This design comes from an exercise in tuning for small area on the open sky130 flow, not from production work.
In this exercise RTL edits were held to simulation tests only and were not proved equivalent to the original.
In every run shown here, the design's own scripts or RTL, not TritonCTS, make the clock network.
The clock port is modelled as an ideal driver, which makes a skipped or thinned clock tree look cheaper than it is; a real chip needs a root buffer or a tree.
Power and IR drop assume default switching activity.

<file path="flow/flow/run.sh">
#!/bin/bash
# Own layout flow:
#  1. the standard synthesis (standard.sh synth), unchanged;
#  3. the standard ORFS layout, with buf_1 port buffers and, after CTS, the
#     clock tree replaced by two leaf buffers driven by the clock port
#     (flow/clock_tree.tcl).
# Each tool's output goes to its own log file in the work folder.
set -euo pipefail
W=$PWD
F=$W/flow
R=$W/orfs/results/$FLOW_PLATFORM/top/base
export LIB=$FLOW_HOME/platforms/$FLOW_PLATFORM/lib/sky130_fd_sc_hd__tt_025C_1v80.lib
export YOSYS=$(command -v yosys || echo $FLOW_HOME/../tools/install/yosys/bin/yosys)
NP=${NUM_CORES:-4}

# 1. standard synthesis
bash standard.sh synth > $W/synth.log 2>&1

# 2. area re-mapping
mkdir -p $W/remap
cp $R/1_2_yosys.v $W/remap/standard.v
export DU=$(grep -o -- '-dont_use [^ ]*' $W/orfs/logs/$FLOW_PLATFORM/top/base/1_2_yosys.log | sort -u | tr '\n' ' ')
: > $W/remap/areas.txt
for s in $(seq 1 32); do echo "$W/remap/standard.v $s r1s$s"; done | xargs -P $NP -L 1 bash $F/remap_one.sh
if [[ -s $W/remap/areas.txt ]]; then
  best=$(sort -g $W/remap/areas.txt | awk 'NR==1 {print $2}')
  for s in $(seq 33 48); do echo "$W/remap/$best.v $s r2s$s"; done | xargs -P $NP -L 1 bash $F/remap_one.sh
  best=$(sort -g $W/remap/areas.txt | awk 'NR==1 {print $2}')
  sort -g $W/remap/areas.txt > $W/remap/chosen.txt
  cp $W/remap/$best.v $R/1_2_yosys.v
fi

# 3. layout
bash standard.sh finish \
  "BUFFER_PORTS_ARGS=-buffer_cell sky130_fd_sc_hd__buf_1" \
  "CTS_ARGS=-sink_clustering_enable -repair_clock_nets -dont_use_dummy_load -buf_list sky130_fd_sc_hd__clkbuf_4 -root_buf sky130_fd_sc_hd__clkbuf_4" \
  "POST_CTS_TCL=$F/clock_tree.tcl" > $W/layout.log 2>&1
</file>
<file path="flow/flow/clock_tree.tcl">
# Runs after clock_tree_synthesis (POST_CTS_TCL). Replaces the tree it built
# with two leaf buffers driven straight from the clock port. The register
# clock pins are split into two halves of equal size along the longer side
# of their bounding box; each leaf sits at its half's centre and drives it.
# Every register still gets the clock through exactly one buffer.
set leaf_cell sky130_fd_sc_hd__clkbuf_8
set block [ord::get_db_block]
set clknet [$block findNet clk]
set sinks {}
foreach inst [$block getInsts] {
  if { [[$inst getMaster] isSequential] } {
    set loc [$inst getLocation]
    lappend sinks [list [$inst findITerm CLK] [lindex $loc 0] [lindex $loc 1]]
  }
}
foreach inst [$block getInsts] {
  set name [$inst getName]
  if { [string match clkbuf_* $name] || [string match clkload* $name] } {
    puts "clock_tree.tcl: removing $name ([[$inst getMaster] getName])"
    odb::dbInst_destroy $inst
  }
}
foreach net [$block getNets] {
  if { [string match clknet_* [$net getName]] } { odb::dbNet_destroy $net }
}
foreach s $sinks {
  set it [lindex $s 0]
  if { [$it getNet] ne "NULL" } { $it disconnect }
}
set xs [lsort -integer [lmap s $sinks {lindex $s 1}]]
set ys [lsort -integer [lmap s $sinks {lindex $s 2}]]
set axis [expr {([lindex $xs end] - [lindex $xs 0]) >= ([lindex $ys end] - [lindex $ys 0]) ? 1 : 2}]
set sorted [lsort -integer -index $axis $sinks]
set n [llength $sorted]
set half [expr {($n + 1) / 2}]
set groups [list [lrange $sorted 0 [expr {$half - 1}]] [lrange $sorted $half end]]
set master [[ord::get_db] findMaster $leaf_cell]
set g 0
foreach grp $groups {
  set leaf [odb::dbInst_create $block $master clkbuf_leaf_$g]
  set lnet [odb::dbNet_create $block clknet_leaf_$g]
  $lnet setSigType CLOCK
  [$leaf findITerm A] connect $clknet
  [$leaf findITerm X] connect $lnet
  set sx 0; set sy 0
  foreach s $grp {
    [lindex $s 0] connect $lnet
    set sx [expr {$sx + [lindex $s 1]}]; set sy [expr {$sy + [lindex $s 2]}]
  }
  $leaf setLocation [expr {$sx / [llength $grp]}] [expr {$sy / [llength $grp]}]
  $leaf setPlacementStatus PLACED
  puts "clock_tree.tcl: $leaf_cell clkbuf_leaf_$g drives [llength $grp] clock pins"
  incr g
}
detailed_placement
estimate_parasitics -placement
</file>
<file path="flow/flow/remap.abc">
strash
&get -n
&deepsyn -J 200 -T 60 -S @SEED@
&put
dch -f
amap -F 8 -A 16 -E 0.01
</file>
<file path="flow/flow/remap.ys">
read_liberty -ignore_miss_func -ignore_miss_dir -ignore_miss_data_latch @LIB@
read_verilog @IN@
hierarchy -top top
blackbox sky130_fd_sc_hd__df* sky130_fd_sc_hd__edf* sky130_fd_sc_hd__sdf* sky130_fd_sc_hd__sedf* sky130_fd_sc_hd__dl* sky130_fd_sc_hd__conb_1
flatten
opt_clean -purge
abc -script @SCRIPT@ -liberty @LIB@ @DU@
opt_clean -purge
splitnets
opt_clean -purge
hilomap -singleton -hicell sky130_fd_sc_hd__conb_1 HI -locell sky130_fd_sc_hd__conb_1 LO
insbuf -buf sky130_fd_sc_hd__buf_4 A X
hierarchy -top top
stat -liberty @LIB@
write_verilog -noattr -nohex -nodec @OUT@
</file>
<file path="flow/flow/remap_one.sh">
#!/bin/bash
# remap_one.sh IN.v SEED TAG: one ABC area re-mapping run of IN.v (flow/remap.ys
# with flow/remap.abc, deepsyn seed SEED) into remap/TAG.v; on success
# appends "area TAG" to remap/areas.txt.
set -u
W=$PWD; F=$W/flow; in=$1; seed=$2; tag=$3
sed -e "s|@SEED@|$seed|" $F/remap.abc > $W/remap/$tag.abc
sed -e "s|@LIB@|$LIB|g" -e "s|@IN@|$in|" -e "s|@OUT@|$W/remap/$tag.v|" \
    -e "s|@SCRIPT@|$W/remap/$tag.abc|" -e "s|@DU@|$DU|" $F/remap.ys > $W/remap/$tag.ys
if timeout 600 $YOSYS -s $W/remap/$tag.ys > $W/remap/$tag.log 2>&1; then
  a=$(grep "Chip area for module" $W/remap/$tag.log | tail -1 | awk '{print $NF}')
  [[ -n "$a" ]] && echo "$a $tag" >> $W/remap/areas.txt
fi
exit 0
</file>
<file path="flow/standard.sh">
#!/bin/bash
# synth_recipe.tcl (not shown) runs the flow's synth.tcl, then flattens the netlist and writes it again
# the make line also repeats each setting of config.mk as NAME=value (left out here)
make -C /OpenROAD-flow-scripts/flow DESIGN_CONFIG=/design/flow/config.mk WORK_HOME=/design/flow/orfs CLKGATE_MAP_FILE= SYNTH_SCRIPT=/design/flow/synth_recipe.tcl "${@:-finish}"
</file>
<file path="flow/config.mk">
export PLATFORM = sky130hd
export DESIGN_NAME = top
export DESIGN_NICKNAME = top
export VERILOG_FILES = /design/flow/design.v
export SDC_FILE = /design/flow/constraint.sdc
export NUM_CORES = 4
export LEC_CHECK = 0
export CAP_MARGIN = 20
export CORE_MARGIN = 2
export CORE_UTILIZATION = 40
export PLACE_DENSITY = 0.85
export SLEW_MARGIN = 20
</file>
<file path="flow/constraint.sdc">
create_clock -name core_clock -period 10.0 [get_ports {clk}]
set_input_delay 2.0000 -clock core_clock [delete_from_list [all_inputs] [get_ports {clk}]]
set_output_delay 2.0000 -clock core_clock [all_outputs]
set_load 0.01 [all_outputs]
</file>
<file path="flow/design.v">
module top (
    input               clk,  
    input               rst,  
    input       [3:0]   sw,
    output      [3:0]   led
);
    localparam [14:0] A_MASK = 15'h2AAA;    
    localparam [14:0] A_INIT = 15'h7BA4;    
    localparam [14:0] A_K    = 15'h2AFF;    
    localparam [14:0] A_LAST = 15'h0000;    
    reg  [14:0] a_q;
    wire [14:0] a_t = a_q ^ A_MASK;
    wire        a_tc = (a_t & A_K) == A_LAST;
    wire        a_ld = rst | a_tc;
    always @(posedge clk)
        a_q <= (a_ld ? A_INIT : {a_t[13:0], a_t[14] ^ a_t[0]}) ^ A_MASK;
    localparam [15:0] B_MASK = 16'hAAAA;
    localparam [15:0] B_INIT = 16'hB312;
    localparam [15:0] B_K    = 16'h5EBF;
    localparam [15:0] B_LAST = 16'h0000;
    reg  [15:0] b_q;
    wire [15:0] b_t = b_q ^ B_MASK;
    wire        b_tc = (b_t & B_K) == B_LAST;
    wire        b_ld = rst | b_tc;
    always @(posedge clk)
        b_q <= (b_ld ? B_INIT : {b_t[14:0], b_t[15] ^ b_t[6]}) ^ B_MASK;
    wire adv_a  = ~rst & a_tc;
    wire hold_a = ~rst & ~a_tc;
    wire adv_b  = ~rst & b_tc;
    wire hold_b = ~rst & ~b_tc;
    reg  [3:0] lf;
    wire [3:0] lf_n = {lf[2:0], ~(lf[3] ^ lf[2])};
    reg  [1:0] g;
    wire [1:0] g_n = {g[0], ~g[1]};
    wire       blink = g[1] ^ g[0];
    reg        nfresh;
    reg  [2:0] c;
    wire       c_f = (~c[2] & (~c[1] | c[0])) | (c[2] & c[1] & ~c[0]);
    wire [2:0] c_n = {c[1:0], c_f};
    always @(posedge clk) begin
        lf     <= ({4{adv_a}} & lf_n) | ({4{hold_a}} & lf);
        g      <= ({2{adv_a}} & g_n)  | ({2{hold_a}} & g);
        nfresh <= adv_a | (hold_a & nfresh);
        c      <= ({3{adv_b}} & c_n)  | ({3{hold_b}} & c);
    end
    wire l3 = lf[3], l2 = lf[2], l1 = lf[1], l0 = lf[0], p = blink;
    wire [3:0] cyc;
    assign cyc[0] = ~(l3&l1&l0&~p | l3&l2&l0&p | ~l3&~l2&~l0&p | ~l3&~l1&l0&~p);
    assign cyc[1] = ~l3&l1&~p | ~l2&l1&~l0&~p | ~l3&~l1&l0&p | l3&~l2&l0&p | l2&~l1&~l0 | l2&l1&l0 | l3&l2&l0&~p | ~l3&~l0&~p | l3&~l2&~l1&p | l3&l2&l1&p;
    assign cyc[2] = ~l2&l1&~l0&~p | ~l3&~l1&l0&p | ~l3&~l2&~l0&~p | l3&~l2&l0&p | l3&l2&l0&~p | ~l3&~l2&l1&~p | l3&~l2&~l1&p | ~l3&l1&~l0&~p | l3&l2&l1&p;
    assign cyc[3] = ~l3&~l1&l0&p | ~l3&~l2&~l0&~p | l3&l2&l0&~p | l3&l1&l0&p;
    wire [3:0] seq0 = nfresh ? cyc : 4'b0000;
    wire [3:0] seq3 = {g[1], g[0], ~g[1], ~g[0]};
    wire [3:0] seq4 = {c[2] & c[1] & ~c[0], c[2] & (c[1] | c[0]), c[1] | (c[2] & c[0]), |c};
    reg [3:0] seq;
    assign led = seq;
    always @(*) begin
        case (sw[2:0])
            3'b000: seq = seq0;
            3'b001: seq = lf;
            3'b010: seq = {4{blink}};
            3'b011: seq = seq3;
            3'b100: seq = seq4;
            default: seq = sw;
        endcase
    end
endmodule
</file>
==> results of run 1 <==
per-stage QoR:
stage / hold WS (ns) / total power [uW] / std cells / area [um2]
floorplan: 0.354 / 187 / 151 / 1380
global placement: 0.361 / 192 / 206 / 1470
detailed placement: 0.366 / 193 / 206 / 1470
global route: 0.404 / 257 / 208 / 1500
finish: 0.388 / 245 / 208 / 1500
cells in the final DEF (no fill, tap or decap), types with 3 or more instances in the layout:
master / count
a21oi_1: 4
buf_1: 9
clkinv_1: 16
dfxtp_1: 41
nand2_1: 18
nor2_1: 27
nor3_1: 3
o211ai_1: 3
o21ai_0: 4
o22ai_1: 14
sequential cells by signal (all words and copies together), names as in the netlist:
register	flops
g	2
a_q	15
lf	4
nfresh	1
c	3
b_q	16
routing by layer:
layer	vias up	GRT usage	wire [um]
met4	0	0.0361	34
met1	492	0.172	1130
met5	-	0	0
li1	556	-	-
met2	17	0.219	1080
met3	5	0.0216	84
worst max path at each step:
stage / to / cells past startpoint
finish: led[1] / 7
detailed placement: led[1] / 7
floorplan: led[0] / 5
global placement: led[1] / 7
global route: led[1] / 7
where the power goes:
| part | switching (uW) | total [uW] | leakage (uW) | internal [uW] |
|---|---|---|---|---|
| Clock | 37.2 | 55.9 | 0.0000144 | 18.7 |
| Combinational | 8.84 | 14.2 | 0.000183 | 5.39 |
| Sequential | 3.76 | 175 | 0.000339 | 171 |
area by class of cell:
type,count,area [um2]
Tap cell,46,57.6
Timing Repair Buffer,9,33.8
Fill cell,327,1840
Sequential cell,41,821
Buffer,2,27.5
Multi-Input combinational cell,94,502
Inverter,16,60.1
worst reg2reg max path, cell delays in order, from the launching register on:
cell	delay [ns]
dfxtp_1	0.37
nand2_1	0.05
or4_1	0.46
nor3_1	0.31
nor2_1	0.17
clkinv_1	0.24
o22ai_1	0.11
==> summary.txt, run 1 <==
Floorplanning
  • Die width: approximately 63 um
  • Initial Utilization: 0.414
  • Io pins: 10
  • Chip Height: 62.8 um
  • Site row count: 21
  • Core area: around 0.0033 mm2
  • Die area: between 0.003 and 0.004 mm2

Timing
  • Final setup viols: 0
  • Final period util: 0.518
  • Peak Freq: slightly below 200 MHz
  • Fin worst setup slack: 4.82 ns
  • Worst-Margin Slew: approximately 0.46 ns
  • Setup_tns: 0 ns
  • Minimum clock period: 5.18 ns
  • Max_slew headroom: 0.696
  • RSZ-0062 raised after global routing: false
  • Fin. Hold Viols: 0
  • Final Skew: 0.00492 ns
  • Fin. max-slew vios: 0

Route
  • Post-Route WL: between 2 and 2.5 mm
  • Pre-Repair DR Iteration Count: 4
  • Routed WL per cell: 11.2 um
  • Post-route antenna net violation count: 0
  • Via-to-Cell Ratio: 5.14
  • DRC viols: 0
  • Via count: about 1100
  • DR iter-0 viols: 42

Synthesis
  • Synth Instances: around 150
  • Syn nets: ~160
  • Mapped Avg Cell Area: 9.16 um2
  • Post-Syn Area: between 0.001 and 0.0015 mm2
  • Yosys warns: 1

Setup path
  • WP data required: 8.00 ns
  • CP Launch Type: primary input
  • FF-to-FF path depth: 6
  • CP Data Arrival Time: 3.18 ns
  • R2R Setup Slk: roughly 8.2 ns
  • Crit end category: output port
  • Worst path max stage delay: between 0.3 and 0.4 ns
  • Cell family with most CP delay: compound AO/OA/AOI/OAI gates
  • Critical Path Fanout Max: 5
  • Most used cell, CP: buf_1
  • CP Class: in -> out
  • Slowest-stage cell, CP: or2_0
  • RR Startpoint: a_q[3]$_DFF_P_
  • CP startpoint: sw[0]
  • Cell Chain, Critical Path: buf_1 > clkinv_1 > or2_0 > o22ai_1 > o221ai_1 > o211ai_1 > buf_1
  • Reg-to-Reg End: g[0]$_DFF_P_
  • CP bufs+invs: 3

Final layout
  • # diodes: 0
  • Final Util: 0.450
  • Final net count: 170
  • Area Overhead vs Synth: 8.60%
  • Layout cells sized above 1: 0.0123

Global routing
  • Initial antenna violation count: 0
  • First-pass GRT wire length: 4.24 mm
  • GRT Residual Overflow: 0
  • Vias in the first global route: 1011
  • Largest net degree at the start of global routing: 22
  • GR Util All Layers: 0.130

Placed design
  • IO Port Bufs: 9
  • Post-DP HPWL: approximately 1.8 mm
  • Setup WS pre-CTS: 4.83 ns
  • Placer Congestion: 0.877

Hold path
  • Worst hold start: a_q[12]$_SDFF_PP1_
  • WHS Path Cells: 1
  • Worst Hold Path EP: a_q[13]$_DFF_P_
  • Worst Hold Class: reg -> reg

CTS
  • Clock Sinks: 41
  • Worst skew pair latency: 0.17 ns
  • Clock Pin Slew Worst Setup and Hold Paths: between 0.1 and 0.15 ns

Power
  • Maximum VDD drop: 83.6 uV
  • P_leak: roughly 0.00054 uW
  • P per Cell Area: roughly 160 mW/mm2

Run
  • Max-Cap Viols: 0

Outcome
  • Status: timing/DRC/antenna clean
==> run 2, diff against run 1 <==
--- a/flow/design.v
+++ b/flow/design.v
@@ -6,6 +6,6 @@
 );
     localparam [14:0] A_MASK = 15'h2AAA;    
-    localparam [14:0] A_INIT = 15'h7BA4;    
-    localparam [14:0] A_K    = 15'h2AFF;    
+    localparam [14:0] A_INIT = 15'h37BA;    
+    localparam [14:0] A_K    = 15'h7AAF;    
     localparam [14:0] A_LAST = 15'h0000;    
     reg  [14:0] a_q;
==> run 2 against run 1 <==
Against the previous run: still clean on timing, DRC and antenna; sequential cell count unchanged; critical path depth increased by 5; cell area decreased by 0.83%; combinational power about the same; worst setup slack got worse by 0.34 ns; worst hold slack got worse by 0.0056 ns; via count decreased by 3.7%; power decreased by 0.37%; routed wire length decreased by 6.4%; critical path type unchanged; critical endpoint unchanged; largest cell class unchanged.
==> summary.txt, run 2 <==
Route
  • Met2 WL post-DR: 938 um (-13%)
  • DR iter-0 viols: 71 (+69%)
  • Routed WL per cell: 10.4 um (-6.8%)
  • Metal3 WL: 80 um (-4.8%)
  • Wire length on met1: 1.12 mm (-0.80%)
  • DRC viols: 0 (unchanged)
  • Via count: 1030 (-3.7%)
  • Uppermost routed layer: met4
  • Pre-Repair DR Iteration Count: 4 (unchanged)
  • Post-Route WL: 2.18 mm (-6.4%)
  • Via-to-Cell Ratio: 4.93 (-4.2%)
  • Post-route antenna net violation count: 0 (unchanged)

Final layout
  • Layout cells sized above 1: 0.0123 (-0.0000757)
  • Area Overhead vs Synth: 8.68% (about the same)
  • # diodes: 0 (unchanged)
  • Largest regs: b_q: 16 flops, a_q: 15 flops, lf: 4 flops
  • Commonest non-fill, non-tap cell in the layout: dfxtp_1
  • Non-Filler Instances: 209 (+0.48%)
  • Final net count: 171 (+0.59%)
  • Most frequent cells in the layout: dfxtp_1, nor2_1, clkinv_1, nand2_1, o22ai_1
  • Reg with most FFs: b_q
  • Fillers: 342 (+4.6%)
  • Flip-flop count of the largest register after layout: 16 (unchanged)

Synthesis
  • Synth Instances: 152 (+0.66%)
  • Yosys warns: 1 (unchanged)
  • Post-Syn Area: 0.00137 mm2 (-0.90%)
  • Syn nets: 158 (+0.64%)
  • Mapped Avg Cell Area: 9.01 um2 (-1.6%)

Floorplanning
  • Io pins: 10 (unchanged)
  • Site row count: 21 (unchanged)
  • Die area: 0.00391 mm2 (-0.84%)
  • Die width: 62.5 um (-0.42%)
  • Initial Utilization: 0.414 (-0.000491)
  • Core area: 0.00331 mm2 (-0.79%)
  • Chip Height: 62.5 um (-0.42%)

Setup path
  • WP data required: 8.00 ns (about the same)
  • CP Class: in -> out
  • R2R Setup Slk: 8.27 ns (+0.09 ns)
  • CP Data Arrival Time: 3.52 ns (+0.34 ns)
  • CP Launch Type: primary input
  • Critical Path Fanout Max: 5 (unchanged)
  • Crit end category: output port

Global routing
  • Vias in the first global route: 895 (-11%)
  • First-pass GRT wire length: 3.87 mm (-8.6%)
  • Initial antenna violation count: 0 (unchanged)
  • Largest net degree at the start of global routing: 22 (unchanged)
  • GR Util All Layers: 0.121 (-0.00874)
  • GRT Residual Overflow: 0 (unchanged)

Outcome
  • Status: timing/DRC/antenna clean

Placed design
  • Placed insts: 207 (+0.49%)
  • IO Port Bufs: 9 (unchanged)
  • Placer Congestion: 0.827 (-5.7%)
  • Post-DP HPWL: 1.66 mm (-6.3%)

Power
  • Maximum VDD drop: 66.0 uV (-21%)
  • P per Cell Area: 164 mW/mm2 (+0.47%)
  • P_leak: 0.000539 uW (+0.39%)

Timing
  • Fin. Hold Viols: 0 (unchanged)
  • Worst-Margin Slew: 0.473 ns (+0.0173 ns)
  • Peak Freq: 181 MHz (-6.1%)
  • Final setup viols: 0 (unchanged)
  • Setup_tns: 0 ns (unchanged)
  • Final Skew: 0.00315 ns (-0.00177 ns)
  • RSZ-0062 raised after global routing: false
  • Max_slew headroom: 0.682 (-0.0144)
  • Final period util: 0.552 (+0.0337)
  • Minimum clock period: 5.52 ns (+0.337 ns)
  • Fin. max-slew vios: 0 (unchanged)

CTS
  • Clock Sinks: 41 (unchanged)
  • Worst skew pair latency: 0.16 ns (about the same)
  • Clock Pin Slew Worst Setup and Hold Paths: 0.11 ns (about the same)

Hold path
  • Worst Hold Class: reg -> reg

Run
  • Max-Cap Viols: 0 (unchanged)
run 2: final cells by class:
type | count | area, um2 | area share
plain buffers | 2 | 27.5 | 0.0185
flip-flops and latches | 41 | 821 | 0.551
well taps | 46 | 57.6 | 0.0387
multi-input cells | 95 | 489 | 0.329
inverters | 16 | 60.1 | 0.0403
repair buffers | 9 | 33.8 | 0.0227
run 2: routing by layer:
| metal | vias up | track usage |
|---|---|---|
| met2 | 14 | 0.191 |
| met3 | 3 | 0.0234 |
| met4 | 0 | 0.0500 |
| met5 | - | 0 |
| li1 | 548 | - |
| met1 | 465 | 0.163 |
run 2: worst max-delay path, stage by stage:
cell	delay [ns]
buf_1	0.12
nor2_1	0.20
nand3_1	0.15
o21bai_1	0.19
nor2_1	0.13
a22oi_1	0.10
nor2_1	0.11
nor2_1	0.07
o21ai_0	0.08
a21oi_1	0.06
o22ai_1	0.15
buf_1	0.17
run 2: path summary, 6_finish.rpt:
kind / endpoint / start / cells after the start
hold / removal: a_q[11]$_DFF_P_ / a_q[10]$_SDFF_PP1_ / 1
hold reg to reg: a_q[11]$_DFF_P_ / a_q[10]$_SDFF_PP1_ / 1
setup / recovery: led[1] / sw[1] / 12
setup reg to reg: c[0]$_DFF_P_ / b_q[0]$_SDFF_PP0_ / 5
run 2: where the power goes:
part           internal (uW)  switching [uW]  total [uW]
Sequential               171            3.59         174
Combinational           5.22            8.64        13.9
Clock                   18.7            36.8        55.5
Total                    195            49.0         244
run 2: per-stage QoR:
| step | util | area [um2] | total power, uW | setup WS, ns | hold WS, ns |
|---|---|---|---|---|---|
| 2_1_floorplan | - | 1370 | 187 | 4.83 | 0.343 |
| 3_3_place_gp | 0.441 | 1460 | 192 | 4.55 | 0.345 |
| 3_5_place_dp | 0.441 | 1460 | 192 | 4.49 | 0.352 |
| 5_1_grt | 0.450 | 1490 | 257 | 4.34 | 0.402 |
| 6_report | 0.450 | 1490 | 244 | 4.48 | 0.383 |

==> re-timing with driven ports <==
Ports are ideal in the flow. The routed layouts listed here were re-timed in OpenROAD. Step 1, drivers: a clkbuf_16 drives clk and a buf_2 each remaining input, both assumed. Step 2 moves the port delays by t, midway between the first and last clock arrival at a register: inputs arrive t later, outputs are due t later. That takes back most of the time a late clock gives input paths. Three values: ideal, step 1, step 2; two values: the first two.
| run | t (ns) | slack for setup (ns) | worst hold slack (ns) | slew at the worst register clock pin (ns) |
|---|---|---|---|---|
| run 1 | 0.193 | 4.820 / 4.795 / 4.795 | 0.388 / 0.388 / 0.388 | 0.11 / 0.11 |
| run 2 | 0.198 | 4.483 / 4.461 / 4.461 | 0.383 / 0.383 / 0.383 | 0.11 / 0.11 |
After both steps setup and hold are still met in every run listed. The setup slack of run 1, which loses most, moves by -0.025 ns with the drivers and by -0.025 ns with both steps.
